Context: an optimization exercise on an open-source flow, tuned for small area. The choices shown serve that exercise and are no tape-out recipe. In this exercise RTL edits were held to simulation tests only and were not proved equivalent to the original. Power and IR drop assume default switching activity.

==> flow/design.v (outline; a module is shown in full before it is edited, if it fits) <==
// module matrix_rd_aoi3: 5 lines
// module matrix_rd_aoi2: 5 lines
// module matrix_rd_nand4: 5 lines
// module matrix_rd_nand3: 5 lines
// module matrix_rd_nand2: 5 lines
// module matrix_top: 1634 lines
module matrix_top(mtxDataIn, mtxAddress, mtxRw, mtxCs, mtxClk, mtxReset, mtxDataOut,
                  irq_reg, SeqState, tx_ShiftPIEOut,
                  int_o
                  );
  // ...
==> flow/flow/run.sh <==
#!/bin/bash
# Layout flow: the standard flow (standard.sh) unchanged, except that Yosys maps the
# combinational logic with ABC's default script instead of ORFS's delay-oriented script
# (the clock is 10 ns, so the delay-oriented mapping only adds area).  Flip-flop mapping,
# register names, flattening and renaming are those of the standard synthesis.
set -euo pipefail
HERE=$(pwd)

# synthesis script: ORFS's synth.tcl with the ABC call reduced to the library arguments
sed -e 's#^  log_cmd abc {\*}$abc_args$#  log_cmd abc {*}$lib_args {*}$lib_dont_use_args#' \
    "$FLOW_HOME/scripts/synth.tcl" > "$HERE/flow_synth_core.tcl"
grep -q 'log_cmd abc {\*}$lib_args {\*}$lib_dont_use_args' "$HERE/flow_synth_core.tcl"
sed -e "s#source \$::env(SCRIPTS_DIR)/synth.tcl#source $HERE/flow_synth_core.tcl#" \
    synth_recipe.tcl > "$HERE/flow_synth.tcl"
grep -q "flow_synth_core.tcl" "$HERE/flow_synth.tcl"

# the standard flow with that synthesis script
sed -e "s#SYNTH_SCRIPT=[^ ]*#SYNTH_SCRIPT=$HERE/flow_synth.tcl#" standard.sh > "$HERE/flow_standard.sh"
grep -q "SYNTH_SCRIPT=$HERE/flow_synth.tcl" "$HERE/flow_standard.sh"

bash "$HERE/flow_standard.sh" > "$HERE/flow_make.log" 2>&1
==> flow/standard.sh <==
#!/bin/bash
# synth_recipe.tcl (not shown) runs the flow's synth.tcl, then flattens the netlist and writes it again
# the make line also repeats each setting of config.mk as NAME=value (left out here)
make -C /OpenROAD-flow-scripts/flow DESIGN_CONFIG=/design/flow/config.mk WORK_HOME=/design/flow/orfs CLKGATE_MAP_FILE= SYNTH_SCRIPT=/design/flow/synth_recipe.tcl "${@:-finish}"
==> flow/config.mk <==
export PLATFORM = sky130hd
export DESIGN_NAME = matrix_top
export DESIGN_NICKNAME = matrix_top
export VERILOG_FILES = /design/flow/design.v
export SDC_FILE = /design/flow/constraint.sdc
export NUM_CORES = 4
export LEC_CHECK = 0
export CAP_MARGIN = 10
export CORE_MARGIN = 2
export CORE_UTILIZATION = 40
export CTS_BUF_LIST = sky130_fd_sc_hd__clkbuf_8
export CTS_CLUSTER_DIAMETER = 40
export CTS_CLUSTER_SIZE = 20
export SLEW_MARGIN = 10
export SYNTH_HIERARCHICAL = 1
==> flow/constraint.sdc <==
create_clock -name core_clock -period 10.0 [get_ports {mtxClk}]
set_input_delay 2.0000 -clock core_clock [delete_from_list [all_inputs] [get_ports {mtxClk}]]
set_output_delay 2.0000 -clock core_clock [all_outputs]
set_load 0.01 [all_outputs]
==> results.json, run 1 <==
{
  "whs_ns": 0.476,
  "synth_cells": 3077,
  "yosysMostFrequentCell": "edfxtp_1",
  "worstPathRequired_ns": 10.57,
  "met1_usage_pct": 39.0,
  "cp_num_buf_inv": 11,
  "switching_share_pct": 24.3,
  "clock_area_share_pct": 5.72,
  "signal_buffers": 245,
  "dp_hpwl_mm": 124,
  "p_leak_uw": 0.0191,
  "cts_tree": "done",
  "layout.cells.most_common_list": "edfxtp_1, a222oi_1, nand2_1",
  "status": "complete, no violations",
  "postCtsSetupRepairBufs": 0,
  "cp-endpoint": "sh_val[6]",
  "stdcell_count": 5250,
  "crit_path_start_kind": "register",
  "final_area_um2": 58500,
  "route.detailed.drc": 0,
  "grt_pass1_vias": 33600,
  "hold_depth": 1,
  "io_buffers": 94,
  "async_reset_ff_share_pct": 7.54,
  "pg_seq_uw": 5990,
  "synthAdderAreaFrac_pct": 0.344,
  "ff2ff_path_depth": 36,
  "met3WireLength_mm": 27.0,
  "final_max_slew_viol_count": 0,
  "pg_comb_uw": 443
}
==> run 2, diff against run 1 <==
--- a/flow/design.v
+++ b/flow/design.v
@@ -1430,30 +1430,404 @@
 wire       mlast = (mh == k) | (({1'b0, mh} == ({1'b0, k} + 4'd1)) & (mlo == 5'd0));
 wire sg_cmd  = (seg == SG_CMD) | (seg == SG_TRUNC);
 wire sg_pnt  = (seg == SG_PNT);
 wire sg_mask = (seg == SG_MASK);
 wire sg_qw   = (seg == SG_QW);
 wire sg_crc  = (seg == SG_CRC16) | (seg == SG_CRC5);
 wire [7:0] kdec = 8'h01 << k;
 wire sh_mask = |(sh[15:8] & kdec);
-reg [31:0] wsrc;
-integer m;
-always @*
-begin
-   wsrc = ({32{sg_cmd & v_CmdReg & ~sh[SH_CMD]}} & r_CmdReg)
-        | ({32{sg_pnt & v_CmdPntReg & ~sh[SH_PNT]}} & r_CmdPntReg)
-        | ({32{seg == SG_CNT}} & {24'h0, ml})
-        | ({32{sg_qw}} & {15'h0, 1'b1, 3'b000, r_DR_Ratio & {13{v_DR_Ratio & ~sh[SH_DR]}}})
-        | ({32{(sg_cmd & sh[SH_CMD]) | (sg_pnt & sh[SH_PNT]) | (sg_mask & sh_mask)}} & sh_val)
-        | ({32{sg_qw & sh[SH_DR]}} & {19'h0, sh_val[12:0]})
-        | ({32{sg_crc}} & {16'h0, crc ^ {16{seg == SG_CRC16}}});
-   for (m = 0; m < 8; m = m + 1)
-      wsrc = wsrc | ({32{sg_mask & kdec[m] & v_CmdData[m] & ~sh[8 + m]}} & r_CmdData[255 - 32*m -: 32]);
-end
+wire       ws_cmd = sg_cmd & v_CmdReg & ~sh[SH_CMD];
+wire       ws_pnt = sg_pnt & v_CmdPntReg & ~sh[SH_PNT];
+wire       ws_cnt = (seg == SG_CNT);
+wire       ws_dr  = sg_qw & v_DR_Ratio & ~sh[SH_DR];
+wire       ws_s   = (sg_cmd & sh[SH_CMD]) | (sg_pnt & sh[SH_PNT]) | (sg_mask & sh_mask);
+wire       ws_sdr = ws_s | (sg_qw & sh[SH_DR]);
+wire       ws_crc = sg_crc;
+wire [15:0] crcx  = crc ^ {16{seg == SG_CRC16}};
+wire [7:0] ws_k   = {8{sg_mask}} & kdec & v_CmdData & ~sh[15:8];
+wire [31:0] wsrc;
+wire wsl_0_0;
+matrix_rd_aoi3 u_wsl_0_0 (.s0(ws_k[0]), .a0(r_CmdData[224]), .s1(ws_k[1]), .a1(r_CmdData[192]), .s2(ws_k[2]), .a2(r_CmdData[160]), .yn(wsl_0_0));
+wire wsl_0_1;
+matrix_rd_aoi3 u_wsl_0_1 (.s0(ws_k[3]), .a0(r_CmdData[128]), .s1(ws_k[4]), .a1(r_CmdData[96]), .s2(ws_k[5]), .a2(r_CmdData[64]), .yn(wsl_0_1));
+wire wsl_0_2;
+matrix_rd_aoi3 u_wsl_0_2 (.s0(ws_k[6]), .a0(r_CmdData[32]), .s1(ws_k[7]), .a1(r_CmdData[0]), .s2(ws_cmd), .a2(r_CmdReg[0]), .yn(wsl_0_2));
+wire wsl_0_3;
+matrix_rd_aoi3 u_wsl_0_3 (.s0(ws_pnt), .a0(r_CmdPntReg[0]), .s1(ws_sdr), .a1(sh_val[0]), .s2(ws_cnt), .a2(ml[0]), .yn(wsl_0_3));
+wire wsl_0_4;
+matrix_rd_aoi2 u_wsl_0_4 (.s0(ws_dr), .a0(r_DR_Ratio[0]), .s1(ws_crc), .a1(crcx[0]), .yn(wsl_0_4));
+wire wsm_0_0;
+matrix_rd_nand4 u_wsm_0_0 (.a(wsl_0_0), .b(wsl_0_1), .c(wsl_0_2), .d(wsl_0_3), .y(wsm_0_0));
+assign wsrc[0] = wsm_0_0 | ~wsl_0_4;
+wire wsl_1_0;
+matrix_rd_aoi3 u_wsl_1_0 (.s0(ws_k[0]), .a0(r_CmdData[225]), .s1(ws_k[1]), .a1(r_CmdData[193]), .s2(ws_k[2]), .a2(r_CmdData[161]), .yn(wsl_1_0));
+wire wsl_1_1;
+matrix_rd_aoi3 u_wsl_1_1 (.s0(ws_k[3]), .a0(r_CmdData[129]), .s1(ws_k[4]), .a1(r_CmdData[97]), .s2(ws_k[5]), .a2(r_CmdData[65]), .yn(wsl_1_1));
+wire wsl_1_2;
+matrix_rd_aoi3 u_wsl_1_2 (.s0(ws_k[6]), .a0(r_CmdData[33]), .s1(ws_k[7]), .a1(r_CmdData[1]), .s2(ws_cmd), .a2(r_CmdReg[1]), .yn(wsl_1_2));
+wire wsl_1_3;
+matrix_rd_aoi3 u_wsl_1_3 (.s0(ws_pnt), .a0(r_CmdPntReg[1]), .s1(ws_sdr), .a1(sh_val[1]), .s2(ws_cnt), .a2(ml[1]), .yn(wsl_1_3));
+wire wsl_1_4;
+matrix_rd_aoi2 u_wsl_1_4 (.s0(ws_dr), .a0(r_DR_Ratio[1]), .s1(ws_crc), .a1(crcx[1]), .yn(wsl_1_4));
+wire wsm_1_0;
+matrix_rd_nand4 u_wsm_1_0 (.a(wsl_1_0), .b(wsl_1_1), .c(wsl_1_2), .d(wsl_1_3), .y(wsm_1_0));
+assign wsrc[1] = wsm_1_0 | ~wsl_1_4;
+wire wsl_2_0;
+matrix_rd_aoi3 u_wsl_2_0 (.s0(ws_k[0]), .a0(r_CmdData[226]), .s1(ws_k[1]), .a1(r_CmdData[194]), .s2(ws_k[2]), .a2(r_CmdData[162]), .yn(wsl_2_0));
+wire wsl_2_1;
+matrix_rd_aoi3 u_wsl_2_1 (.s0(ws_k[3]), .a0(r_CmdData[130]), .s1(ws_k[4]), .a1(r_CmdData[98]), .s2(ws_k[5]), .a2(r_CmdData[66]), .yn(wsl_2_1));
+wire wsl_2_2;
+matrix_rd_aoi3 u_wsl_2_2 (.s0(ws_k[6]), .a0(r_CmdData[34]), .s1(ws_k[7]), .a1(r_CmdData[2]), .s2(ws_cmd), .a2(r_CmdReg[2]), .yn(wsl_2_2));
+wire wsl_2_3;
+matrix_rd_aoi3 u_wsl_2_3 (.s0(ws_pnt), .a0(r_CmdPntReg[2]), .s1(ws_sdr), .a1(sh_val[2]), .s2(ws_cnt), .a2(ml[2]), .yn(wsl_2_3));
+wire wsl_2_4;
+matrix_rd_aoi2 u_wsl_2_4 (.s0(ws_dr), .a0(r_DR_Ratio[2]), .s1(ws_crc), .a1(crcx[2]), .yn(wsl_2_4));
+wire wsm_2_0;
+matrix_rd_nand4 u_wsm_2_0 (.a(wsl_2_0), .b(wsl_2_1), .c(wsl_2_2), .d(wsl_2_3), .y(wsm_2_0));
+assign wsrc[2] = wsm_2_0 | ~wsl_2_4;
+wire wsl_3_0;
+matrix_rd_aoi3 u_wsl_3_0 (.s0(ws_k[0]), .a0(r_CmdData[227]), .s1(ws_k[1]), .a1(r_CmdData[195]), .s2(ws_k[2]), .a2(r_CmdData[163]), .yn(wsl_3_0));
+wire wsl_3_1;
+matrix_rd_aoi3 u_wsl_3_1 (.s0(ws_k[3]), .a0(r_CmdData[131]), .s1(ws_k[4]), .a1(r_CmdData[99]), .s2(ws_k[5]), .a2(r_CmdData[67]), .yn(wsl_3_1));
+wire wsl_3_2;
+matrix_rd_aoi3 u_wsl_3_2 (.s0(ws_k[6]), .a0(r_CmdData[35]), .s1(ws_k[7]), .a1(r_CmdData[3]), .s2(ws_cmd), .a2(r_CmdReg[3]), .yn(wsl_3_2));
+wire wsl_3_3;
+matrix_rd_aoi3 u_wsl_3_3 (.s0(ws_pnt), .a0(r_CmdPntReg[3]), .s1(ws_sdr), .a1(sh_val[3]), .s2(ws_cnt), .a2(ml[3]), .yn(wsl_3_3));
+wire wsl_3_4;
+matrix_rd_aoi2 u_wsl_3_4 (.s0(ws_dr), .a0(r_DR_Ratio[3]), .s1(ws_crc), .a1(crcx[3]), .yn(wsl_3_4));
+wire wsm_3_0;
+matrix_rd_nand4 u_wsm_3_0 (.a(wsl_3_0), .b(wsl_3_1), .c(wsl_3_2), .d(wsl_3_3), .y(wsm_3_0));
+assign wsrc[3] = wsm_3_0 | ~wsl_3_4;
+wire wsl_4_0;
+matrix_rd_aoi3 u_wsl_4_0 (.s0(ws_k[0]), .a0(r_CmdData[228]), .s1(ws_k[1]), .a1(r_CmdData[196]), .s2(ws_k[2]), .a2(r_CmdData[164]), .yn(wsl_4_0));
+wire wsl_4_1;
+matrix_rd_aoi3 u_wsl_4_1 (.s0(ws_k[3]), .a0(r_CmdData[132]), .s1(ws_k[4]), .a1(r_CmdData[100]), .s2(ws_k[5]), .a2(r_CmdData[68]), .yn(wsl_4_1));
+wire wsl_4_2;
+matrix_rd_aoi3 u_wsl_4_2 (.s0(ws_k[6]), .a0(r_CmdData[36]), .s1(ws_k[7]), .a1(r_CmdData[4]), .s2(ws_cmd), .a2(r_CmdReg[4]), .yn(wsl_4_2));
+wire wsl_4_3;
+matrix_rd_aoi3 u_wsl_4_3 (.s0(ws_pnt), .a0(r_CmdPntReg[4]), .s1(ws_sdr), .a1(sh_val[4]), .s2(ws_cnt), .a2(ml[4]), .yn(wsl_4_3));
+wire wsl_4_4;
+matrix_rd_aoi2 u_wsl_4_4 (.s0(ws_dr), .a0(r_DR_Ratio[4]), .s1(ws_crc), .a1(crcx[4]), .yn(wsl_4_4));
+wire wsm_4_0;
+matrix_rd_nand4 u_wsm_4_0 (.a(wsl_4_0), .b(wsl_4_1), .c(wsl_4_2), .d(wsl_4_3), .y(wsm_4_0));
+assign wsrc[4] = wsm_4_0 | ~wsl_4_4;
+wire wsl_5_0;
+matrix_rd_aoi3 u_wsl_5_0 (.s0(ws_k[0]), .a0(r_CmdData[229]), .s1(ws_k[1]), .a1(r_CmdData[197]), .s2(ws_k[2]), .a2(r_CmdData[165]), .yn(wsl_5_0));
+wire wsl_5_1;
+matrix_rd_aoi3 u_wsl_5_1 (.s0(ws_k[3]), .a0(r_CmdData[133]), .s1(ws_k[4]), .a1(r_CmdData[101]), .s2(ws_k[5]), .a2(r_CmdData[69]), .yn(wsl_5_1));
+wire wsl_5_2;
+matrix_rd_aoi3 u_wsl_5_2 (.s0(ws_k[6]), .a0(r_CmdData[37]), .s1(ws_k[7]), .a1(r_CmdData[5]), .s2(ws_cmd), .a2(r_CmdReg[5]), .yn(wsl_5_2));
+wire wsl_5_3;
+matrix_rd_aoi3 u_wsl_5_3 (.s0(ws_pnt), .a0(r_CmdPntReg[5]), .s1(ws_sdr), .a1(sh_val[5]), .s2(ws_cnt), .a2(ml[5]), .yn(wsl_5_3));
+wire wsl_5_4;
+matrix_rd_aoi2 u_wsl_5_4 (.s0(ws_dr), .a0(r_DR_Ratio[5]), .s1(ws_crc), .a1(crcx[5]), .yn(wsl_5_4));
+wire wsm_5_0;
+matrix_rd_nand4 u_wsm_5_0 (.a(wsl_5_0), .b(wsl_5_1), .c(wsl_5_2), .d(wsl_5_3), .y(wsm_5_0));
+assign wsrc[5] = wsm_5_0 | ~wsl_5_4;
+wire wsl_6_0;
+matrix_rd_aoi3 u_wsl_6_0 (.s0(ws_k[0]), .a0(r_CmdData[230]), .s1(ws_k[1]), .a1(r_CmdData[198]), .s2(ws_k[2]), .a2(r_CmdData[166]), .yn(wsl_6_0));
+wire wsl_6_1;
+matrix_rd_aoi3 u_wsl_6_1 (.s0(ws_k[3]), .a0(r_CmdData[134]), .s1(ws_k[4]), .a1(r_CmdData[102]), .s2(ws_k[5]), .a2(r_CmdData[70]), .yn(wsl_6_1));
+wire wsl_6_2;
+matrix_rd_aoi3 u_wsl_6_2 (.s0(ws_k[6]), .a0(r_CmdData[38]), .s1(ws_k[7]), .a1(r_CmdData[6]), .s2(ws_cmd), .a2(r_CmdReg[6]), .yn(wsl_6_2));
+wire wsl_6_3;
+matrix_rd_aoi3 u_wsl_6_3 (.s0(ws_pnt), .a0(r_CmdPntReg[6]), .s1(ws_sdr), .a1(sh_val[6]), .s2(ws_cnt), .a2(ml[6]), .yn(wsl_6_3));
+wire wsl_6_4;
+matrix_rd_aoi2 u_wsl_6_4 (.s0(ws_dr), .a0(r_DR_Ratio[6]), .s1(ws_crc), .a1(crcx[6]), .yn(wsl_6_4));
+wire wsm_6_0;
+matrix_rd_nand4 u_wsm_6_0 (.a(wsl_6_0), .b(wsl_6_1), .c(wsl_6_2), .d(wsl_6_3), .y(wsm_6_0));
+assign wsrc[6] = wsm_6_0 | ~wsl_6_4;
+wire wsl_7_0;
+matrix_rd_aoi3 u_wsl_7_0 (.s0(ws_k[0]), .a0(r_CmdData[231]), .s1(ws_k[1]), .a1(r_CmdData[199]), .s2(ws_k[2]), .a2(r_CmdData[167]), .yn(wsl_7_0));
+wire wsl_7_1;
+matrix_rd_aoi3 u_wsl_7_1 (.s0(ws_k[3]), .a0(r_CmdData[135]), .s1(ws_k[4]), .a1(r_CmdData[103]), .s2(ws_k[5]), .a2(r_CmdData[71]), .yn(wsl_7_1));
+wire wsl_7_2;
+matrix_rd_aoi3 u_wsl_7_2 (.s0(ws_k[6]), .a0(r_CmdData[39]), .s1(ws_k[7]), .a1(r_CmdData[7]), .s2(ws_cmd), .a2(r_CmdReg[7]), .yn(wsl_7_2));
+wire wsl_7_3;
+matrix_rd_aoi3 u_wsl_7_3 (.s0(ws_pnt), .a0(r_CmdPntReg[7]), .s1(ws_sdr), .a1(sh_val[7]), .s2(ws_cnt), .a2(ml[7]), .yn(wsl_7_3));
+wire wsl_7_4;
+matrix_rd_aoi2 u_wsl_7_4 (.s0(ws_dr), .a0(r_DR_Ratio[7]), .s1(ws_crc), .a1(crcx[7]), .yn(wsl_7_4));
+wire wsm_7_0;
+matrix_rd_nand4 u_wsm_7_0 (.a(wsl_7_0), .b(wsl_7_1), .c(wsl_7_2), .d(wsl_7_3), .y(wsm_7_0));
+assign wsrc[7] = wsm_7_0 | ~wsl_7_4;
+wire wsl_8_0;
+matrix_rd_aoi3 u_wsl_8_0 (.s0(ws_k[0]), .a0(r_CmdData[232]), .s1(ws_k[1]), .a1(r_CmdData[200]), .s2(ws_k[2]), .a2(r_CmdData[168]), .yn(wsl_8_0));
+wire wsl_8_1;
+matrix_rd_aoi3 u_wsl_8_1 (.s0(ws_k[3]), .a0(r_CmdData[136]), .s1(ws_k[4]), .a1(r_CmdData[104]), .s2(ws_k[5]), .a2(r_CmdData[72]), .yn(wsl_8_1));
+wire wsl_8_2;
+matrix_rd_aoi3 u_wsl_8_2 (.s0(ws_k[6]), .a0(r_CmdData[40]), .s1(ws_k[7]), .a1(r_CmdData[8]), .s2(ws_cmd), .a2(r_CmdReg[8]), .yn(wsl_8_2));
+wire wsl_8_3;
+matrix_rd_aoi3 u_wsl_8_3 (.s0(ws_pnt), .a0(r_CmdPntReg[8]), .s1(ws_sdr), .a1(sh_val[8]), .s2(ws_dr), .a2(r_DR_Ratio[8]), .yn(wsl_8_3));
+wire wsl_8_4;
+matrix_rd_nand2 u_wsl_8_4 (.a(ws_crc), .b(crcx[8]), .y(wsl_8_4));
+wire wsm_8_0;
+matrix_rd_nand4 u_wsm_8_0 (.a(wsl_8_0), .b(wsl_8_1), .c(wsl_8_2), .d(wsl_8_3), .y(wsm_8_0));
+assign wsrc[8] = wsm_8_0 | ~wsl_8_4;
+wire wsl_9_0;
+matrix_rd_aoi3 u_wsl_9_0 (.s0(ws_k[0]), .a0(r_CmdData[233]), .s1(ws_k[1]), .a1(r_CmdData[201]), .s2(ws_k[2]), .a2(r_CmdData[169]), .yn(wsl_9_0));
+wire wsl_9_1;
+matrix_rd_aoi3 u_wsl_9_1 (.s0(ws_k[3]), .a0(r_CmdData[137]), .s1(ws_k[4]), .a1(r_CmdData[105]), .s2(ws_k[5]), .a2(r_CmdData[73]), .yn(wsl_9_1));
+wire wsl_9_2;
+matrix_rd_aoi3 u_wsl_9_2 (.s0(ws_k[6]), .a0(r_CmdData[41]), .s1(ws_k[7]), .a1(r_CmdData[9]), .s2(ws_cmd), .a2(r_CmdReg[9]), .yn(wsl_9_2));
+wire wsl_9_3;
+matrix_rd_aoi3 u_wsl_9_3 (.s0(ws_pnt), .a0(r_CmdPntReg[9]), .s1(ws_sdr), .a1(sh_val[9]), .s2(ws_dr), .a2(r_DR_Ratio[9]), .yn(wsl_9_3));
+wire wsl_9_4;
+matrix_rd_nand2 u_wsl_9_4 (.a(ws_crc), .b(crcx[9]), .y(wsl_9_4));
+wire wsm_9_0;
+matrix_rd_nand4 u_wsm_9_0 (.a(wsl_9_0), .b(wsl_9_1), .c(wsl_9_2), .d(wsl_9_3), .y(wsm_9_0));
+assign wsrc[9] = wsm_9_0 | ~wsl_9_4;
+wire wsl_10_0;
+matrix_rd_aoi3 u_wsl_10_0 (.s0(ws_k[0]), .a0(r_CmdData[234]), .s1(ws_k[1]), .a1(r_CmdData[202]), .s2(ws_k[2]), .a2(r_CmdData[170]), .yn(wsl_10_0));
+wire wsl_10_1;
+matrix_rd_aoi3 u_wsl_10_1 (.s0(ws_k[3]), .a0(r_CmdData[138]), .s1(ws_k[4]), .a1(r_CmdData[106]), .s2(ws_k[5]), .a2(r_CmdData[74]), .yn(wsl_10_1));
+wire wsl_10_2;
+matrix_rd_aoi3 u_wsl_10_2 (.s0(ws_k[6]), .a0(r_CmdData[42]), .s1(ws_k[7]), .a1(r_CmdData[10]), .s2(ws_cmd), .a2(r_CmdReg[10]), .yn(wsl_10_2));
+wire wsl_10_3;
+matrix_rd_aoi3 u_wsl_10_3 (.s0(ws_pnt), .a0(r_CmdPntReg[10]), .s1(ws_sdr), .a1(sh_val[10]), .s2(ws_dr), .a2(r_DR_Ratio[10]), .yn(wsl_10_3));
+wire wsl_10_4;
+matrix_rd_nand2 u_wsl_10_4 (.a(ws_crc), .b(crcx[10]), .y(wsl_10_4));
+wire wsm_10_0;
+matrix_rd_nand4 u_wsm_10_0 (.a(wsl_10_0), .b(wsl_10_1), .c(wsl_10_2), .d(wsl_10_3), .y(wsm_10_0));
+assign wsrc[10] = wsm_10_0 | ~wsl_10_4;
+wire wsl_11_0;
+matrix_rd_aoi3 u_wsl_11_0 (.s0(ws_k[0]), .a0(r_CmdData[235]), .s1(ws_k[1]), .a1(r_CmdData[203]), .s2(ws_k[2]), .a2(r_CmdData[171]), .yn(wsl_11_0));
+wire wsl_11_1;
+matrix_rd_aoi3 u_wsl_11_1 (.s0(ws_k[3]), .a0(r_CmdData[139]), .s1(ws_k[4]), .a1(r_CmdData[107]), .s2(ws_k[5]), .a2(r_CmdData[75]), .yn(wsl_11_1));
+wire wsl_11_2;
+matrix_rd_aoi3 u_wsl_11_2 (.s0(ws_k[6]), .a0(r_CmdData[43]), .s1(ws_k[7]), .a1(r_CmdData[11]), .s2(ws_cmd), .a2(r_CmdReg[11]), .yn(wsl_11_2));
+wire wsl_11_3;
+matrix_rd_aoi3 u_wsl_11_3 (.s0(ws_pnt), .a0(r_CmdPntReg[11]), .s1(ws_sdr), .a1(sh_val[11]), .s2(ws_dr), .a2(r_DR_Ratio[11]), .yn(wsl_11_3));
+wire wsl_11_4;
+matrix_rd_nand2 u_wsl_11_4 (.a(ws_crc), .b(crcx[11]), .y(wsl_11_4));
+wire wsm_11_0;
+matrix_rd_nand4 u_wsm_11_0 (.a(wsl_11_0), .b(wsl_11_1), .c(wsl_11_2), .d(wsl_11_3), .y(wsm_11_0));
+assign wsrc[11] = wsm_11_0 | ~wsl_11_4;
+wire wsl_12_0;
+matrix_rd_aoi3 u_wsl_12_0 (.s0(ws_k[0]), .a0(r_CmdData[236]), .s1(ws_k[1]), .a1(r_CmdData[204]), .s2(ws_k[2]), .a2(r_CmdData[172]), .yn(wsl_12_0));
+wire wsl_12_1;
+matrix_rd_aoi3 u_wsl_12_1 (.s0(ws_k[3]), .a0(r_CmdData[140]), .s1(ws_k[4]), .a1(r_CmdData[108]), .s2(ws_k[5]), .a2(r_CmdData[76]), .yn(wsl_12_1));
+wire wsl_12_2;
+matrix_rd_aoi3 u_wsl_12_2 (.s0(ws_k[6]), .a0(r_CmdData[44]), .s1(ws_k[7]), .a1(r_CmdData[12]), .s2(ws_cmd), .a2(r_CmdReg[12]), .yn(wsl_12_2));
+wire wsl_12_3;
+matrix_rd_aoi3 u_wsl_12_3 (.s0(ws_pnt), .a0(r_CmdPntReg[12]), .s1(ws_sdr), .a1(sh_val[12]), .s2(ws_dr), .a2(r_DR_Ratio[12]), .yn(wsl_12_3));
+wire wsl_12_4;
+matrix_rd_nand2 u_wsl_12_4 (.a(ws_crc), .b(crcx[12]), .y(wsl_12_4));
+wire wsm_12_0;
+matrix_rd_nand4 u_wsm_12_0 (.a(wsl_12_0), .b(wsl_12_1), .c(wsl_12_2), .d(wsl_12_3), .y(wsm_12_0));
+assign wsrc[12] = wsm_12_0 | ~wsl_12_4;
+wire wsl_13_0;
+matrix_rd_aoi3 u_wsl_13_0 (.s0(ws_k[0]), .a0(r_CmdData[237]), .s1(ws_k[1]), .a1(r_CmdData[205]), .s2(ws_k[2]), .a2(r_CmdData[173]), .yn(wsl_13_0));
+wire wsl_13_1;
+matrix_rd_aoi3 u_wsl_13_1 (.s0(ws_k[3]), .a0(r_CmdData[141]), .s1(ws_k[4]), .a1(r_CmdData[109]), .s2(ws_k[5]), .a2(r_CmdData[77]), .yn(wsl_13_1));
+wire wsl_13_2;
+matrix_rd_aoi3 u_wsl_13_2 (.s0(ws_k[6]), .a0(r_CmdData[45]), .s1(ws_k[7]), .a1(r_CmdData[13]), .s2(ws_cmd), .a2(r_CmdReg[13]), .yn(wsl_13_2));
+wire wsl_13_3;
+matrix_rd_aoi3 u_wsl_13_3 (.s0(ws_pnt), .a0(r_CmdPntReg[13]), .s1(ws_s), .a1(sh_val[13]), .s2(ws_crc), .a2(crcx[13]), .yn(wsl_13_3));
+wire wsm_13_0;
+matrix_rd_nand4 u_wsm_13_0 (.a(wsl_13_0), .b(wsl_13_1), .c(wsl_13_2), .d(wsl_13_3), .y(wsm_13_0));
+assign wsrc[13] = wsm_13_0;
+wire wsl_14_0;
+matrix_rd_aoi3 u_wsl_14_0 (.s0(ws_k[0]), .a0(r_CmdData[238]), .s1(ws_k[1]), .a1(r_CmdData[206]), .s2(ws_k[2]), .a2(r_CmdData[174]), .yn(wsl_14_0));
+wire wsl_14_1;
+matrix_rd_aoi3 u_wsl_14_1 (.s0(ws_k[3]), .a0(r_CmdData[142]), .s1(ws_k[4]), .a1(r_CmdData[110]), .s2(ws_k[5]), .a2(r_CmdData[78]), .yn(wsl_14_1));
+wire wsl_14_2;
+matrix_rd_aoi3 u_wsl_14_2 (.s0(ws_k[6]), .a0(r_CmdData[46]), .s1(ws_k[7]), .a1(r_CmdData[14]), .s2(ws_cmd), .a2(r_CmdReg[14]), .yn(wsl_14_2));
+wire wsl_14_3;
+matrix_rd_aoi3 u_wsl_14_3 (.s0(ws_pnt), .a0(r_CmdPntReg[14]), .s1(ws_s), .a1(sh_val[14]), .s2(ws_crc), .a2(crcx[14]), .yn(wsl_14_3));
+wire wsm_14_0;
+matrix_rd_nand4 u_wsm_14_0 (.a(wsl_14_0), .b(wsl_14_1), .c(wsl_14_2), .d(wsl_14_3), .y(wsm_14_0));
+assign wsrc[14] = wsm_14_0;
+wire wsl_15_0;
+matrix_rd_aoi3 u_wsl_15_0 (.s0(ws_k[0]), .a0(r_CmdData[239]), .s1(ws_k[1]), .a1(r_CmdData[207]), .s2(ws_k[2]), .a2(r_CmdData[175]), .yn(wsl_15_0));
+wire wsl_15_1;
+matrix_rd_aoi3 u_wsl_15_1 (.s0(ws_k[3]), .a0(r_CmdData[143]), .s1(ws_k[4]), .a1(r_CmdData[111]), .s2(ws_k[5]), .a2(r_CmdData[79]), .yn(wsl_15_1));
+wire wsl_15_2;
+matrix_rd_aoi3 u_wsl_15_2 (.s0(ws_k[6]), .a0(r_CmdData[47]), .s1(ws_k[7]), .a1(r_CmdData[15]), .s2(ws_cmd), .a2(r_CmdReg[15]), .yn(wsl_15_2));
+wire wsl_15_3;
+matrix_rd_aoi3 u_wsl_15_3 (.s0(ws_pnt), .a0(r_CmdPntReg[15]), .s1(ws_s), .a1(sh_val[15]), .s2(ws_crc), .a2(crcx[15]), .yn(wsl_15_3));
+wire wsm_15_0;
+matrix_rd_nand4 u_wsm_15_0 (.a(wsl_15_0), .b(wsl_15_1), .c(wsl_15_2), .d(wsl_15_3), .y(wsm_15_0));
+assign wsrc[15] = wsm_15_0;
+wire wsl_16_0;
+matrix_rd_aoi3 u_wsl_16_0 (.s0(ws_k[0]), .a0(r_CmdData[240]), .s1(ws_k[1]), .a1(r_CmdData[208]), .s2(ws_k[2]), .a2(r_CmdData[176]), .yn(wsl_16_0));
+wire wsl_16_1;
+matrix_rd_aoi3 u_wsl_16_1 (.s0(ws_k[3]), .a0(r_CmdData[144]), .s1(ws_k[4]), .a1(r_CmdData[112]), .s2(ws_k[5]), .a2(r_CmdData[80]), .yn(wsl_16_1));
+wire wsl_16_2;
+matrix_rd_aoi3 u_wsl_16_2 (.s0(ws_k[6]), .a0(r_CmdData[48]), .s1(ws_k[7]), .a1(r_CmdData[16]), .s2(ws_cmd), .a2(r_CmdReg[16]), .yn(wsl_16_2));
+wire wsl_16_3;
+matrix_rd_aoi2 u_wsl_16_3 (.s0(ws_pnt), .a0(r_CmdPntReg[16]), .s1(ws_s), .a1(sh_val[16]), .yn(wsl_16_3));
+wire wsm_16_0;
+matrix_rd_nand4 u_wsm_16_0 (.a(wsl_16_0), .b(wsl_16_1), .c(wsl_16_2), .d(wsl_16_3), .y(wsm_16_0));
+assign wsrc[16] = wsm_16_0 | sg_qw;
+wire wsl_17_0;
+matrix_rd_aoi3 u_wsl_17_0 (.s0(ws_k[0]), .a0(r_CmdData[241]), .s1(ws_k[1]), .a1(r_CmdData[209]), .s2(ws_k[2]), .a2(r_CmdData[177]), .yn(wsl_17_0));
+wire wsl_17_1;
+matrix_rd_aoi3 u_wsl_17_1 (.s0(ws_k[3]), .a0(r_CmdData[145]), .s1(ws_k[4]), .a1(r_CmdData[113]), .s2(ws_k[5]), .a2(r_CmdData[81]), .yn(wsl_17_1));
+wire wsl_17_2;
+matrix_rd_aoi3 u_wsl_17_2 (.s0(ws_k[6]), .a0(r_CmdData[49]), .s1(ws_k[7]), .a1(r_CmdData[17]), .s2(ws_cmd), .a2(r_CmdReg[17]), .yn(wsl_17_2));
+wire wsl_17_3;
+matrix_rd_aoi2 u_wsl_17_3 (.s0(ws_pnt), .a0(r_CmdPntReg[17]), .s1(ws_s), .a1(sh_val[17]), .yn(wsl_17_3));
+wire wsm_17_0;
+matrix_rd_nand4 u_wsm_17_0 (.a(wsl_17_0), .b(wsl_17_1), .c(wsl_17_2), .d(wsl_17_3), .y(wsm_17_0));
+assign wsrc[17] = wsm_17_0;
+wire wsl_18_0;
+matrix_rd_aoi3 u_wsl_18_0 (.s0(ws_k[0]), .a0(r_CmdData[242]), .s1(ws_k[1]), .a1(r_CmdData[210]), .s2(ws_k[2]), .a2(r_CmdData[178]), .yn(wsl_18_0));
+wire wsl_18_1;
+matrix_rd_aoi3 u_wsl_18_1 (.s0(ws_k[3]), .a0(r_CmdData[146]), .s1(ws_k[4]), .a1(r_CmdData[114]), .s2(ws_k[5]), .a2(r_CmdData[82]), .yn(wsl_18_1));
+wire wsl_18_2;
+matrix_rd_aoi3 u_wsl_18_2 (.s0(ws_k[6]), .a0(r_CmdData[50]), .s1(ws_k[7]), .a1(r_CmdData[18]), .s2(ws_cmd), .a2(r_CmdReg[18]), .yn(wsl_18_2));
+wire wsl_18_3;
+matrix_rd_aoi2 u_wsl_18_3 (.s0(ws_pnt), .a0(r_CmdPntReg[18]), .s1(ws_s), .a1(sh_val[18]), .yn(wsl_18_3));
+wire wsm_18_0;
+matrix_rd_nand4 u_wsm_18_0 (.a(wsl_18_0), .b(wsl_18_1), .c(wsl_18_2), .d(wsl_18_3), .y(wsm_18_0));
+assign wsrc[18] = wsm_18_0;
+wire wsl_19_0;
+matrix_rd_aoi3 u_wsl_19_0 (.s0(ws_k[0]), .a0(r_CmdData[243]), .s1(ws_k[1]), .a1(r_CmdData[211]), .s2(ws_k[2]), .a2(r_CmdData[179]), .yn(wsl_19_0));
+wire wsl_19_1;
+matrix_rd_aoi3 u_wsl_19_1 (.s0(ws_k[3]), .a0(r_CmdData[147]), .s1(ws_k[4]), .a1(r_CmdData[115]), .s2(ws_k[5]), .a2(r_CmdData[83]), .yn(wsl_19_1));
+wire wsl_19_2;
+matrix_rd_aoi3 u_wsl_19_2 (.s0(ws_k[6]), .a0(r_CmdData[51]), .s1(ws_k[7]), .a1(r_CmdData[19]), .s2(ws_cmd), .a2(r_CmdReg[19]), .yn(wsl_19_2));
+wire wsl_19_3;
+matrix_rd_aoi2 u_wsl_19_3 (.s0(ws_pnt), .a0(r_CmdPntReg[19]), .s1(ws_s), .a1(sh_val[19]), .yn(wsl_19_3));
+wire wsm_19_0;
+matrix_rd_nand4 u_wsm_19_0 (.a(wsl_19_0), .b(wsl_19_1), .c(wsl_19_2), .d(wsl_19_3), .y(wsm_19_0));
+assign wsrc[19] = wsm_19_0;
+wire wsl_20_0;
+matrix_rd_aoi3 u_wsl_20_0 (.s0(ws_k[0]), .a0(r_CmdData[244]), .s1(ws_k[1]), .a1(r_CmdData[212]), .s2(ws_k[2]), .a2(r_CmdData[180]), .yn(wsl_20_0));
+wire wsl_20_1;
+matrix_rd_aoi3 u_wsl_20_1 (.s0(ws_k[3]), .a0(r_CmdData[148]), .s1(ws_k[4]), .a1(r_CmdData[116]), .s2(ws_k[5]), .a2(r_CmdData[84]), .yn(wsl_20_1));
+wire wsl_20_2;
+matrix_rd_aoi3 u_wsl_20_2 (.s0(ws_k[6]), .a0(r_CmdData[52]), .s1(ws_k[7]), .a1(r_CmdData[20]), .s2(ws_cmd), .a2(r_CmdReg[20]), .yn(wsl_20_2));
+wire wsl_20_3;
+matrix_rd_aoi2 u_wsl_20_3 (.s0(ws_pnt), .a0(r_CmdPntReg[20]), .s1(ws_s), .a1(sh_val[20]), .yn(wsl_20_3));
+wire wsm_20_0;
+matrix_rd_nand4 u_wsm_20_0 (.a(wsl_20_0), .b(wsl_20_1), .c(wsl_20_2), .d(wsl_20_3), .y(wsm_20_0));
+assign wsrc[20] = wsm_20_0;
+wire wsl_21_0;
+matrix_rd_aoi3 u_wsl_21_0 (.s0(ws_k[0]), .a0(r_CmdData[245]), .s1(ws_k[1]), .a1(r_CmdData[213]), .s2(ws_k[2]), .a2(r_CmdData[181]), .yn(wsl_21_0));
+wire wsl_21_1;
+matrix_rd_aoi3 u_wsl_21_1 (.s0(ws_k[3]), .a0(r_CmdData[149]), .s1(ws_k[4]), .a1(r_CmdData[117]), .s2(ws_k[5]), .a2(r_CmdData[85]), .yn(wsl_21_1));
+wire wsl_21_2;
+matrix_rd_aoi3 u_wsl_21_2 (.s0(ws_k[6]), .a0(r_CmdData[53]), .s1(ws_k[7]), .a1(r_CmdData[21]), .s2(ws_cmd), .a2(r_CmdReg[21]), .yn(wsl_21_2));
+wire wsl_21_3;
+matrix_rd_aoi2 u_wsl_21_3 (.s0(ws_pnt), .a0(r_CmdPntReg[21]), .s1(ws_s), .a1(sh_val[21]), .yn(wsl_21_3));
+wire wsm_21_0;
+matrix_rd_nand4 u_wsm_21_0 (.a(wsl_21_0), .b(wsl_21_1), .c(wsl_21_2), .d(wsl_21_3), .y(wsm_21_0));
+assign wsrc[21] = wsm_21_0;
+wire wsl_22_0;
+matrix_rd_aoi3 u_wsl_22_0 (.s0(ws_k[0]), .a0(r_CmdData[246]), .s1(ws_k[1]), .a1(r_CmdData[214]), .s2(ws_k[2]), .a2(r_CmdData[182]), .yn(wsl_22_0));
+wire wsl_22_1;
+matrix_rd_aoi3 u_wsl_22_1 (.s0(ws_k[3]), .a0(r_CmdData[150]), .s1(ws_k[4]), .a1(r_CmdData[118]), .s2(ws_k[5]), .a2(r_CmdData[86]), .yn(wsl_22_1));
+wire wsl_22_2;
+matrix_rd_aoi3 u_wsl_22_2 (.s0(ws_k[6]), .a0(r_CmdData[54]), .s1(ws_k[7]), .a1(r_CmdData[22]), .s2(ws_cmd), .a2(r_CmdReg[22]), .yn(wsl_22_2));
+wire wsl_22_3;
+matrix_rd_aoi2 u_wsl_22_3 (.s0(ws_pnt), .a0(r_CmdPntReg[22]), .s1(ws_s), .a1(sh_val[22]), .yn(wsl_22_3));
+wire wsm_22_0;
+matrix_rd_nand4 u_wsm_22_0 (.a(wsl_22_0), .b(wsl_22_1), .c(wsl_22_2), .d(wsl_22_3), .y(wsm_22_0));
+assign wsrc[22] = wsm_22_0;
+wire wsl_23_0;
+matrix_rd_aoi3 u_wsl_23_0 (.s0(ws_k[0]), .a0(r_CmdData[247]), .s1(ws_k[1]), .a1(r_CmdData[215]), .s2(ws_k[2]), .a2(r_CmdData[183]), .yn(wsl_23_0));
+wire wsl_23_1;
+matrix_rd_aoi3 u_wsl_23_1 (.s0(ws_k[3]), .a0(r_CmdData[151]), .s1(ws_k[4]), .a1(r_CmdData[119]), .s2(ws_k[5]), .a2(r_CmdData[87]), .yn(wsl_23_1));
+wire wsl_23_2;
+matrix_rd_aoi3 u_wsl_23_2 (.s0(ws_k[6]), .a0(r_CmdData[55]), .s1(ws_k[7]), .a1(r_CmdData[23]), .s2(ws_cmd), .a2(r_CmdReg[23]), .yn(wsl_23_2));
+wire wsl_23_3;
+matrix_rd_aoi2 u_wsl_23_3 (.s0(ws_pnt), .a0(r_CmdPntReg[23]), .s1(ws_s), .a1(sh_val[23]), .yn(wsl_23_3));
+wire wsm_23_0;
+matrix_rd_nand4 u_wsm_23_0 (.a(wsl_23_0), .b(wsl_23_1), .c(wsl_23_2), .d(wsl_23_3), .y(wsm_23_0));
+assign wsrc[23] = wsm_23_0;
+wire wsl_24_0;
+matrix_rd_aoi3 u_wsl_24_0 (.s0(ws_k[0]), .a0(r_CmdData[248]), .s1(ws_k[1]), .a1(r_CmdData[216]), .s2(ws_k[2]), .a2(r_CmdData[184]), .yn(wsl_24_0));
+wire wsl_24_1;
+matrix_rd_aoi3 u_wsl_24_1 (.s0(ws_k[3]), .a0(r_CmdData[152]), .s1(ws_k[4]), .a1(r_CmdData[120]), .s2(ws_k[5]), .a2(r_CmdData[88]), .yn(wsl_24_1));
+wire wsl_24_2;
+matrix_rd_aoi3 u_wsl_24_2 (.s0(ws_k[6]), .a0(r_CmdData[56]), .s1(ws_k[7]), .a1(r_CmdData[24]), .s2(ws_cmd), .a2(r_CmdReg[24]), .yn(wsl_24_2));
+wire wsl_24_3;
+matrix_rd_aoi2 u_wsl_24_3 (.s0(ws_pnt), .a0(r_CmdPntReg[24]), .s1(ws_s), .a1(sh_val[24]), .yn(wsl_24_3));
+wire wsm_24_0;
+matrix_rd_nand4 u_wsm_24_0 (.a(wsl_24_0), .b(wsl_24_1), .c(wsl_24_2), .d(wsl_24_3), .y(wsm_24_0));
+assign wsrc[24] = wsm_24_0;
+wire wsl_25_0;
+matrix_rd_aoi3 u_wsl_25_0 (.s0(ws_k[0]), .a0(r_CmdData[249]), .s1(ws_k[1]), .a1(r_CmdData[217]), .s2(ws_k[2]), .a2(r_CmdData[185]), .yn(wsl_25_0));
+wire wsl_25_1;
+matrix_rd_aoi3 u_wsl_25_1 (.s0(ws_k[3]), .a0(r_CmdData[153]), .s1(ws_k[4]), .a1(r_CmdData[121]), .s2(ws_k[5]), .a2(r_CmdData[89]), .yn(wsl_25_1));
+wire wsl_25_2;
+matrix_rd_aoi3 u_wsl_25_2 (.s0(ws_k[6]), .a0(r_CmdData[57]), .s1(ws_k[7]), .a1(r_CmdData[25]), .s2(ws_cmd), .a2(r_CmdReg[25]), .yn(wsl_25_2));
+wire wsl_25_3;
+matrix_rd_aoi2 u_wsl_25_3 (.s0(ws_pnt), .a0(r_CmdPntReg[25]), .s1(ws_s), .a1(sh_val[25]), .yn(wsl_25_3));
+wire wsm_25_0;
+matrix_rd_nand4 u_wsm_25_0 (.a(wsl_25_0), .b(wsl_25_1), .c(wsl_25_2), .d(wsl_25_3), .y(wsm_25_0));
+assign wsrc[25] = wsm_25_0;
+wire wsl_26_0;
+matrix_rd_aoi3 u_wsl_26_0 (.s0(ws_k[0]), .a0(r_CmdData[250]), .s1(ws_k[1]), .a1(r_CmdData[218]), .s2(ws_k[2]), .a2(r_CmdData[186]), .yn(wsl_26_0));
+wire wsl_26_1;
+matrix_rd_aoi3 u_wsl_26_1 (.s0(ws_k[3]), .a0(r_CmdData[154]), .s1(ws_k[4]), .a1(r_CmdData[122]), .s2(ws_k[5]), .a2(r_CmdData[90]), .yn(wsl_26_1));
+wire wsl_26_2;
+matrix_rd_aoi3 u_wsl_26_2 (.s0(ws_k[6]), .a0(r_CmdData[58]), .s1(ws_k[7]), .a1(r_CmdData[26]), .s2(ws_cmd), .a2(r_CmdReg[26]), .yn(wsl_26_2));
+wire wsl_26_3;
+matrix_rd_aoi2 u_wsl_26_3 (.s0(ws_pnt), .a0(r_CmdPntReg[26]), .s1(ws_s), .a1(sh_val[26]), .yn(wsl_26_3));
+wire wsm_26_0;
+matrix_rd_nand4 u_wsm_26_0 (.a(wsl_26_0), .b(wsl_26_1), .c(wsl_26_2), .d(wsl_26_3), .y(wsm_26_0));
+assign wsrc[26] = wsm_26_0;
+wire wsl_27_0;
+matrix_rd_aoi3 u_wsl_27_0 (.s0(ws_k[0]), .a0(r_CmdData[251]), .s1(ws_k[1]), .a1(r_CmdData[219]), .s2(ws_k[2]), .a2(r_CmdData[187]), .yn(wsl_27_0));
+wire wsl_27_1;
+matrix_rd_aoi3 u_wsl_27_1 (.s0(ws_k[3]), .a0(r_CmdData[155]), .s1(ws_k[4]), .a1(r_CmdData[123]), .s2(ws_k[5]), .a2(r_CmdData[91]), .yn(wsl_27_1));
+wire wsl_27_2;
+matrix_rd_aoi3 u_wsl_27_2 (.s0(ws_k[6]), .a0(r_CmdData[59]), .s1(ws_k[7]), .a1(r_CmdData[27]), .s2(ws_cmd), .a2(r_CmdReg[27]), .yn(wsl_27_2));
+wire wsl_27_3;
+matrix_rd_aoi2 u_wsl_27_3 (.s0(ws_pnt), .a0(r_CmdPntReg[27]), .s1(ws_s), .a1(sh_val[27]), .yn(wsl_27_3));
+wire wsm_27_0;
+matrix_rd_nand4 u_wsm_27_0 (.a(wsl_27_0), .b(wsl_27_1), .c(wsl_27_2), .d(wsl_27_3), .y(wsm_27_0));
+assign wsrc[27] = wsm_27_0;
+wire wsl_28_0;
+matrix_rd_aoi3 u_wsl_28_0 (.s0(ws_k[0]), .a0(r_CmdData[252]), .s1(ws_k[1]), .a1(r_CmdData[220]), .s2(ws_k[2]), .a2(r_CmdData[188]), .yn(wsl_28_0));
+wire wsl_28_1;
+matrix_rd_aoi3 u_wsl_28_1 (.s0(ws_k[3]), .a0(r_CmdData[156]), .s1(ws_k[4]), .a1(r_CmdData[124]), .s2(ws_k[5]), .a2(r_CmdData[92]), .yn(wsl_28_1));
+wire wsl_28_2;
+matrix_rd_aoi3 u_wsl_28_2 (.s0(ws_k[6]), .a0(r_CmdData[60]), .s1(ws_k[7]), .a1(r_CmdData[28]), .s2(ws_cmd), .a2(r_CmdReg[28]), .yn(wsl_28_2));
+wire wsl_28_3;
+matrix_rd_aoi2 u_wsl_28_3 (.s0(ws_pnt), .a0(r_CmdPntReg[28]), .s1(ws_s), .a1(sh_val[28]), .yn(wsl_28_3));
+wire wsm_28_0;
+matrix_rd_nand4 u_wsm_28_0 (.a(wsl_28_0), .b(wsl_28_1), .c(wsl_28_2), .d(wsl_28_3), .y(wsm_28_0));
+assign wsrc[28] = wsm_28_0;
+wire wsl_29_0;
+matrix_rd_aoi3 u_wsl_29_0 (.s0(ws_k[0]), .a0(r_CmdData[253]), .s1(ws_k[1]), .a1(r_CmdData[221]), .s2(ws_k[2]), .a2(r_CmdData[189]), .yn(wsl_29_0));
+wire wsl_29_1;
+matrix_rd_aoi3 u_wsl_29_1 (.s0(ws_k[3]), .a0(r_CmdData[157]), .s1(ws_k[4]), .a1(r_CmdData[125]), .s2(ws_k[5]), .a2(r_CmdData[93]), .yn(wsl_29_1));
+wire wsl_29_2;
+matrix_rd_aoi3 u_wsl_29_2 (.s0(ws_k[6]), .a0(r_CmdData[61]), .s1(ws_k[7]), .a1(r_CmdData[29]), .s2(ws_cmd), .a2(r_CmdReg[29]), .yn(wsl_29_2));
+wire wsl_29_3;
+matrix_rd_aoi2 u_wsl_29_3 (.s0(ws_pnt), .a0(r_CmdPntReg[29]), .s1(ws_s), .a1(sh_val[29]), .yn(wsl_29_3));
+wire wsm_29_0;
+matrix_rd_nand4 u_wsm_29_0 (.a(wsl_29_0), .b(wsl_29_1), .c(wsl_29_2), .d(wsl_29_3), .y(wsm_29_0));
+assign wsrc[29] = wsm_29_0;
+wire wsl_30_0;
+matrix_rd_aoi3 u_wsl_30_0 (.s0(ws_k[0]), .a0(r_CmdData[254]), .s1(ws_k[1]), .a1(r_CmdData[222]), .s2(ws_k[2]), .a2(r_CmdData[190]), .yn(wsl_30_0));
+wire wsl_30_1;
+matrix_rd_aoi3 u_wsl_30_1 (.s0(ws_k[3]), .a0(r_CmdData[158]), .s1(ws_k[4]), .a1(r_CmdData[126]), .s2(ws_k[5]), .a2(r_CmdData[94]), .yn(wsl_30_1));
+wire wsl_30_2;
+matrix_rd_aoi3 u_wsl_30_2 (.s0(ws_k[6]), .a0(r_CmdData[62]), .s1(ws_k[7]), .a1(r_CmdData[30]), .s2(ws_cmd), .a2(r_CmdReg[30]), .yn(wsl_30_2));
+wire wsl_30_3;
+matrix_rd_aoi2 u_wsl_30_3 (.s0(ws_pnt), .a0(r_CmdPntReg[30]), .s1(ws_s), .a1(sh_val[30]), .yn(wsl_30_3));
+wire wsm_30_0;
+matrix_rd_nand4 u_wsm_30_0 (.a(wsl_30_0), .b(wsl_30_1), .c(wsl_30_2), .d(wsl_30_3), .y(wsm_30_0));
+assign wsrc[30] = wsm_30_0;
+wire wsl_31_0;
+matrix_rd_aoi3 u_wsl_31_0 (.s0(ws_k[0]), .a0(r_CmdData[255]), .s1(ws_k[1]), .a1(r_CmdData[223]), .s2(ws_k[2]), .a2(r_CmdData[191]), .yn(wsl_31_0));
+wire wsl_31_1;
+matrix_rd_aoi3 u_wsl_31_1 (.s0(ws_k[3]), .a0(r_CmdData[159]), .s1(ws_k[4]), .a1(r_CmdData[127]), .s2(ws_k[5]), .a2(r_CmdData[95]), .yn(wsl_31_1));
+wire wsl_31_2;
+matrix_rd_aoi3 u_wsl_31_2 (.s0(ws_k[6]), .a0(r_CmdData[63]), .s1(ws_k[7]), .a1(r_CmdData[31]), .s2(ws_cmd), .a2(r_CmdReg[31]), .yn(wsl_31_2));
+wire wsl_31_3;
+matrix_rd_aoi2 u_wsl_31_3 (.s0(ws_pnt), .a0(r_CmdPntReg[31]), .s1(ws_s), .a1(sh_val[31]), .yn(wsl_31_3));
+wire wsm_31_0;
+matrix_rd_nand4 u_wsm_31_0 (.a(wsl_31_0), .b(wsl_31_1), .c(wsl_31_2), .d(wsl_31_3), .y(wsm_31_0));
+assign wsrc[31] = wsm_31_0;
 wire b = wsrc[j[4:0]] & (j[7:5] == 3'b000);
 reg empty;
 always @*
 begin
    case (seg)
       SG_CMD:   empty = (j[4:0] == 5'd20);
       SG_MASK:  empty = (j == mend);
       SG_TRUNC: empty = 1'b1;
==> flow/config.mk (replaced) <==
export PLATFORM = sky130hd
export DESIGN_NAME = matrix_top
export DESIGN_NICKNAME = matrix_top
export VERILOG_FILES = /design/flow/design.v
export SDC_FILE = /design/flow/constraint.sdc
export NUM_CORES = 4
export LEC_CHECK = 0
export CAP_MARGIN = 20
export CORE_MARGIN = 2
export CORE_UTILIZATION = 45
export CTS_BUF_LIST = sky130_fd_sc_hd__clkbuf_8
export CTS_CLUSTER_DIAMETER = 40
export CTS_CLUSTER_SIZE = 16
export PLACE_DENSITY = 0.7
export SLEW_MARGIN = 20
export SYNTH_HIERARCHICAL = 1
==> run 2 against run 1 <==
Critical endpoint is now sh_val[27]; wire length shrank 6.2%; sequential cell count is the same; critical path type unchanged; still clean; clock power shrank 2%; combinational power grew 41%; clock skew shrank 0.0071 ns; largest power group unchanged; via count shrank 1.3%; sequential power grew 1%; maximum frequency shrank 1.9%; final cell count shrank 5.1%; largest cell class unchanged.
==> results.json, run 2 <==
{
  "cts_sinks": 1286,
  "final-hold-violation-count": 0,
  "yosysWarnings": 7,
  "post_drt_wl_per_cell_um": 35.6,
  "yosysMostFrequentCell": "edfxtp_1",
  "skew_ns": 0.0522,
  "layout.cells.most_common_list": "edfxtp_1, a222oi_1, nand2_1",
  "reg_top3": "big.CLASSIFIEREG_q x352, big.CMDATAREG_q x352",
  "crit_type": "register to register",
  "dp_hpwl_mm": 115,
  "path_common_cell": "buf_4",
  "syn_area_um2": 50800,
  "grt_overflow_total": 0,
  "timing.fmax_ghz": 0.106,
  "io_buffers": 94,
  "postCtsSetupRepairBufs": 0,
  "setup_slack_ns": 0.526,
  "stdcell_count": 4982,
  "vias_per_cell": 7.23,
  "grt_pass1_vias": 33300,
  "ys_ff_latch": 1286,
  "core_um2": 112000,
  "synth_cells": 3014,
  "status": "complete, no violations",
  "syn_area_per_cell_um2": 16.9,
  "synth.largest_area_cell": "edfxtp_1",
  "crit_path_start_kind": "register",
  "place_ws_ns": 0.958,
  "htree_levels": 4,
  "grt_max_degree": 51,
  "numCtsBuffers": 142,
  "vdd_ir_drop_max_v": 0.000144,
  "p_leak_uw": 0.0186,
  "cts-hold-fix-buffers": 0,
  "power.density_nw_per_um2": 185,
  "place_congestion": 0.998,
  "slew_headroom_pct": 18.7,
  "whs_ns": 0.475,
  "min_from": "big[8].CLASSIFIEREG_vq",
  "route.detailed.drc": 0,
  "worstPathRequired_ns": 10.54,
  "synthTopCellsByArea": "edfxtp_1, a222oi_1, dfrtp_1",
  "cts_tree": "done",
  "end_kind": "register",
  "final_max_slew_viol_count": 0,
  "yosys-top-cells-count": "edfxtp_1, a222oi_1, nand2_1, nand4_1, dfrtp_1",
  "via_count": 36000,
  "worstMarginPinSlew_ns": 1.22,
  "cts_resized": 0,
  "grt_pass1_wl_mm": 249,
  "dieArea_um2": 116000,
  "cp_data_arrival_time_ns": 10.01,
  "die_h_um": 340,
  "drtAntennaViolNets": 0,
  "ys.flop_type": "edfxtp_1",
  "yosysSeqAreaShare_pct": 75.1,
  "r2r_start": "k[2]",
  "final_common_cell": "edfxtp_1",
  "antenna_found_initial": 17,
  "drive_gt1_share_pct": 12.0,
  "fin_crit_sh_pct": 94.7,
  "dr.first_iter.drc_count": 8732,
  "routed_wl_mm": 178,
  "clkTransAtPathRegs_ns": 0.08,
  "synth_top_area_share_pct": 70.3,
  "syn2layout_area_growth_pct": 14.0,
  "fill_cells": 9064,
  "synth_cell_types": 64,
  "path_max_fanout": 36,
  "grt.total_usage_pct": 30.1,
  "die_w_um": 340,
  "crit_slowest_cell": "a221oi_1",
  "root_buffer": "clkbuf_8",
  "async_reset_ff_share_pct": 7.54,
  "maxCapViolations": 0,
  "post-route-min-period_ns": 9.47,
  "rsz0062_at_grt": "false",
  "place_inst": 4708,
  "start_util_pct": 45.3,
  "setup_viol_count_final": 0,
  "fin_nets": 3447,
  "synth_edf_count": 1189,
  "ioPinCount": 118,
  "tns_ns": 0,
  "clk_latency_ns": 0.90,
  "row_count": 123,
  "clockBufferDepth": 3,
  "crit_start": "k[2]",
  "first_pass_iters": 14,
  "max_stage_delay_ns": 0.75,
  "hold_class": "register to register",
  "p_total_uw": 10700
}
==> run 2: layout make-up <==
class,instances,area (um^2),share of cell area (%)
Multi-Input combinational cell,1679,12700,21.9
Tap cell,1500,1880,3.24
Sequential cell,1286,38100,65.8
Inverter,45,171,0.296
Clock buffer,146,2010,3.47
Antenna cell,8,20.0,0.0346
Timing Repair Buffer,200,1750,3.02
Clock inverter,118,1270,2.20
==> run 2: worst paths after layout <==
kind | endpoint | slack [ns] | depth (start not counted)
worst max-delay path | sh_val[27] | 0.53 | 31
worst min-delay path | big[8].CLASSIFIEREG_vq | 0.47 | 1
min in group asynchronous | TRCALLEN_vq | 1.68 | 2
max in group asynchronous | big[5].CLASSIFIEREG_vq | 6.99 | 3
worst max register to register | sh_val[27] | 0.53 | 31
worst min register to register | big[8].CLASSIFIEREG_vq | 0.47 | 1
==> run 2: power breakdown <==
group / switching [uW] / leakage, uW / internal [uW]
Combinational: 417 / 0.00507 / 208
Clock: 2120 / 0.00169 / 1880
Sequential: 91.0 / 0.0119 / 5980
==> run 2: logic make-up after synthesis <==
logic type | share of synthesized area [%]
compound gates | 13.3
xor+xnor | 0.914
fa+ha+maj | 0.345
buf+inv | 0.406
flops | 75.1
mux | 0.934
other cells | 0.00738
simple gates | 9.00
==> run 2: per-stage QoR <==
| step | area, um^2 | util [%] |
|---|---|---|
| after global routing | 57900 | 51.6 |
| after detailed placement | 54600 | 48.6 |
| final | 57900 | 51.6 |
| after CTS | 57900 | 51.6 |
| after floorplan | 50900 | - |
| after global placement | 54600 | 48.6 |
==> run 2: Yosys stat by module (local to each module, per instance) <==
module / flops+latches / copies in the design / area [um^2] / cells inside
matrix_top: 1286 / 1 / 44900 / 2353
matrix_rd_aoi3: 0 / 486 / 10.0 / 1
matrix_rd_aoi2: 0 / 26 / 7.51 / 1
matrix_rd_nand4: 0 / 119 / 6.26 / 1
matrix_rd_nand3: 0 / 1 / 5.00 / 1
matrix_rd_nand2: 0 / 29 / 3.75 / 1
==> run 2: worst max-delay path: cells and delay by family (launching register included) <==
family / cells / cell delay, ns
AOI/OAI and AO/OA: 18 / 4.58
buffers and inverters: 6 / 1.37
and+or+nand+nor: 6 / 2.08
adders and majority gates: 1 / 0.39
DFF: 1 / 0.63
==> run 2: metal layers <==
layer	global-route usage, %	up-vias	wire [um]
met5	0.204	-	126
met4	12.0	14	8440
met3	10.1	521	29400
met2	44.2	3280	77400
met1	41.2	17900	62300
li1	-	14300	-
==> run 3, diff against run 2 <==
--- a/flow/flow/run.sh
+++ b/flow/flow/run.sh
@@ -1,8 +1,10 @@
 #!/bin/bash
-# Layout flow: the standard flow (standard.sh) unchanged, except that Yosys maps the
-# combinational logic with ABC's default script instead of ORFS's delay-oriented script
-# (the clock is 10 ns, so the delay-oriented mapping only adds area).  Flip-flop mapping,
-# register names, flattening and renaming are those of the standard synthesis.
+# Layout flow: the standard flow (standard.sh), with two changes:
+#  - Yosys maps the combinational logic with ABC's default script instead of ORFS's
+#    delay-oriented script (the clock is 10 ns, so the delay-oriented mapping only adds area).
+#    Flip-flop mapping, register names, flattening and renaming are the standard synthesis's.
+#  - clock tree synthesis does not add dummy loads to balance the clock buffers (same
+#    clustering and buffer settings as config.mk otherwise).
 set -euo pipefail
 HERE=$(pwd)
 
@@ -18,4 +20,6 @@
 sed -e "s#SYNTH_SCRIPT=[^ ]*#SYNTH_SCRIPT=$HERE/flow_synth.tcl#" standard.sh > "$HERE/flow_standard.sh"
 grep -q "SYNTH_SCRIPT=$HERE/flow_synth.tcl" "$HERE/flow_standard.sh"
 
+export CTS_ARGS="-sink_clustering_enable -repair_clock_nets -sink_clustering_size 20 -sink_clustering_max_diameter 40 -buf_list sky130_fd_sc_hd__clkbuf_8 -dont_use_dummy_load"
+
 bash "$HERE/flow_standard.sh" > "$HERE/flow_make.log" 2>&1
--- a/flow/config.mk
+++ b/flow/config.mk
@@ -7,10 +7,9 @@
 export LEC_CHECK = 0
 export CAP_MARGIN = 20
 export CORE_MARGIN = 2
-export CORE_UTILIZATION = 45
+export CORE_UTILIZATION = 40
 export CTS_BUF_LIST = sky130_fd_sc_hd__clkbuf_8
 export CTS_CLUSTER_DIAMETER = 40
-export CTS_CLUSTER_SIZE = 16
-export PLACE_DENSITY = 0.7
+export CTS_CLUSTER_SIZE = 20
 export SLEW_MARGIN = 20
 export SYNTH_HIERARCHICAL = 1
==> run 3 against run 2 <==
Now fails the layout checks on antenna violations; sequential share of layout area grew 1.0 points; via count down 0.86%; sequential power hardly changed; setup slack gained 0.044 ns; largest cell class unchanged; largest power group unchanged.
==> results.json, run 3 <==
{
  "status": "complete, but fails checks",
  "violatedChecks": "antenna violations",
  "synthTopCellsByArea": "edfxtp_1, a222oi_1, dfrtp_1",
  "final_max_slew_viol_count": 0,
  "clockBufferDepth": 3,
  "syn_area_per_cell_um2": 16.9,
  "worstMarginPinSlew_ns": 1.24,
  "dieArea_um2": 130000,
  "vdd_ir_drop_max_v": 0.000103,
  "switching_share_pct": 23.1,
  "yosys-top-cells-count": "edfxtp_1, a222oi_1, nand2_1, nand4_1, dfrtp_1",
  "synth_xor_area_share_pct": 0.914,
  "core_um2": 126000,
  "grt_overflow_total": 0,
  "p_switching_uw": 2270,
  "postCtsSetupRepairBufs": 0,
  "share_comb_of_total_power_pct": 6.5,
  "grt_pass1_wl_mm": 258,
  "dr.first_iter.drc_count": 8788,
  "setup_viol_count_final": 0,
  "post-route-min-period_ns": 9.43,
  "clkTransAtPathRegs_ns": 0.06,
  "yosysWarnings": 7,
  "drive_gt1_share_pct": 10.2,
  "fin_crit_sh_pct": 94.3,
  "tns_ns": 0,
  "final_common_cell": "edfxtp_1",
  "cp_num_buf_inv": 4,
  "synthMuxAreaShare_pct": 0.934,
  "route.detailed.drc": 0,
  "power.density_nw_per_um2": 172,
  "ys_ff_latch": 1286,
  "syn_area_um2": 50800,
  "io_buffers": 94,
  "synth_simple_gate_area_share_pct": 9.00,
  "yosysMostFrequentCell": "edfxtp_1",
  "grt_pass1_vias": 32800,
  "cts_sinks": 1286,
  "root_buffer": "clkbuf_8",
  "synth_top_family_by_area": "compound AO/OA/AOI/OAI gates",
  "cpLargestDelayFamily": "compound AO/OA/AOI/OAI gates",
  "synth_edf_count": 1189,
  "cts_tree": "done",
  "numCtsBuffers": 151,
  "drtAntennaViolNets": 1,
  "synth_cells": 3014,
  "crit_path_start_kind": "register",
  "timing.fmax_ghz": 0.106,
  "p_leak_uw": 0.0181,
  "syn2layout_area_growth_pct": 12.3,
  "via_count": 35700,
  "antenna_found_initial": 15,
  "post_drt_wl_per_cell_um": 37.1,
  "p_int_uw": 7530,
  "crit_type": "register to register",
  "synth_top_area_share_pct": 70.3,
  "pwr-share-seq_pct": 62.1,
  "grt_max_degree": 59,
  "final-hold-violation-count": 0,
  "p_clk_share_pct": 31.4,
  "place_congestion": 0.973,
  "routed_wl_mm": 187,
  "yosysSeqAreaShare_pct": 75.1,
  "worstPathRequired_ns": 10.49,
  "ioPinCount": 118,
  "synth_compound_area_share_pct": 13.3,
  "die_h_um": 360,
  "crit_slowest_cell": "a221oi_1",
  "layout.cells.most_common_list": "edfxtp_1, a222oi_1, nand2_1",
  "fin_nets": 3470,
  "clk_latency_ns": 0.93,
  "ys.flop_type": "edfxtp_1",
  "grt.total_usage_pct": 28.0,
  "rsz0062_at_grt": "false",
  "maxCapViolations": 0,
  "synthAdderAreaFrac_pct": 0.345,
  "end_kind": "register",
  "max_stage_delay_ns": 0.81,
  "die_w_um": 360,
  "path_max_fanout": 36,
  "vias_per_cell": 7.08,
  "synth_cell_types": 64,
  "first_pass_iters": 13,
  "start_util_pct": 40.3,
  "reg_top3": "big.CLASSIFIEREG_q x352, big.CMDATAREG_q x352",
  "htree_levels": 4,
  "dp_hpwl_mm": 122,
  "slew_headroom_pct": 17.5,
  "final_util_pct": 45.3,
  "hold_class": "register to register",
  "synth.largest_area_cell": "edfxtp_1",
  "skew_ns": 0.125,
  "row_count": 130,
  "async_reset_ff_share_pct": 7.54,
  "cp_data_arrival_time_ns": 9.92
}
run 3: cell types whose count changed in the layout (fill, tap and decap cells not counted), moves of 10 or more:
cell,change
buf_4,+12
bufinv_16,-15
clkinv_2,-18
clkinvlp_4,-10
inv_6,-24
inv_8,-17
run 3: cells by family after synthesis:
logic type                 count (synthesis)
DFF                                     1286
and+or+nand+nor                          825
AOI/OAI and AO/OA                        744
xor gates and xnor gates                  53
buffers and inverters                     50
muxes                                     41
adders and majority gates                 14
other                                      1
run 3: modules after synthesis (local to each module, per instance):
| module | cells | flip-flops and latches | copies in the design | cell area (um^2) |
|---|---|---|---|---|
| matrix_top | 2353 | 1286 | 1 | 44900 |
| matrix_rd_aoi3 | 1 | 0 | 486 | 10.0 |
| matrix_rd_aoi2 | 1 | 0 | 26 | 7.51 |
| matrix_rd_nand4 | 1 | 0 | 119 | 6.26 |
| matrix_rd_nand3 | 1 | 0 | 1 | 5.00 |
| matrix_rd_nand2 | 1 | 0 | 29 | 3.75 |
run 3: final timing paths:
check / from / end / slack, ns / depth (start not counted)
worst min register to register: big[4].CLASSIFIEREG_vq / big[4].CLASSIFIEREG_vq / 0.47 / 1
worst max-delay path: k[0] / sh_val[15] / 0.57 / 28
worst max register to register: k[0] / sh_val[15] / 0.57 / 28
max in group asynchronous: mtxReset / big[8].CMDATAREG_vq / 7.00 / 3
min in group asynchronous: mtxReset / TRCALLEN_vq / 1.64 / 2
worst min-delay path: big[4].CLASSIFIEREG_vq / big[4].CLASSIFIEREG_vq / 0.47 / 1
run 3: worst reg2reg max path: cells and delay by family (launching register included):
kind,cells,cell delay [ns]
buf+inv,4,1.07
simple gates,6,2.16
flops,1,0.50
fa+ha+maj,2,0.57
compound gates,16,4.73
run 3: area by class of cell:
cell class	count	area, um^2
timing repair buffer	214	1830
fill	11100	68900
antenna	14	35.0
clock buffer	151	2080
tap	1650	2060
inverter	45	171
multi-input combinational	1679	12700
sequential	1286	38100
run 3: power groups by stage:
stage	Sequential (uW)	Clock, uW	Combinational [uW]
after detailed placement	6190	0	625
after floorplan	6140	0	361
after global placement	6190	0	615
after CTS	6080	3110	626
final	6080	3080	633
after global routing	6080	3280	687
run 3: metal layers:
metal	track usage (%)	vias to the layer above	wire length, um
met5	0	-	16
met4	8.75	2	6320
met3	7.70	344	26900
met2	41.2	2914	81000
met1	40.4	18200	72800
li1	-	14200	-
run 3: repair_timing:
item / in CTS / in global routing
hold endpoints to repair: 0 / 0
gates resized for setup: 0 / 1
endpoints found under the setup margin: 0 / 36
hold buffers: 0 / 0
run 3: through the flow:
stage	hold slack, ns	total power, uW	instances	cell area (um^2)	setup slack, ns
floorplan	0.435	6500	3015	50900	0.220
global placement	0.450	6800	4874	54900	0.778
detailed placement	0.456	6820	4874	54900	0.724
CTS	0.473	9810	5025	57000	0.661
global route	0.489	10100	5026	57000	0.0302
finish	0.471	9790	5039	57000	0.570

-- what the ideal ports hide --
The results above use ideal ports. As a check the final layouts listed here were re-extracted and re-timed, cells and wires unchanged.
Step 1, drivers: a clkbuf_16 drives mtxClk and a buf_2 each remaining input, both assumed.
Step 2 moves the port delays by t, midway between the first and last clock arrival at a register: inputs arrive t later, outputs are due t later. That takes back most of the time a late clock gives input paths.
a / b / c = ideal / step 1 / step 2; a / b = the first two.
| run | t (ns) | slack for setup (ns) | hold WS [ns] | worst setup path at the end | worst slew at a driven data input, ns |
|---|---|---|---|---|---|
| run 1 | 0.962 | 0.707 / 0.707 / 0.707 | 0.476 / 0.476 / 0.476 | register to register | 0.07 |
| run 2 | 0.936 | 0.526 / 0.526 / 0.526 | 0.475 / 0.475 / 0.475 | register to register | 0.10 |
| run 3 | 0.934 | 0.570 / 0.570 / 0.570 | 0.471 / 0.471 / 0.471 | register to register | 0.07 |
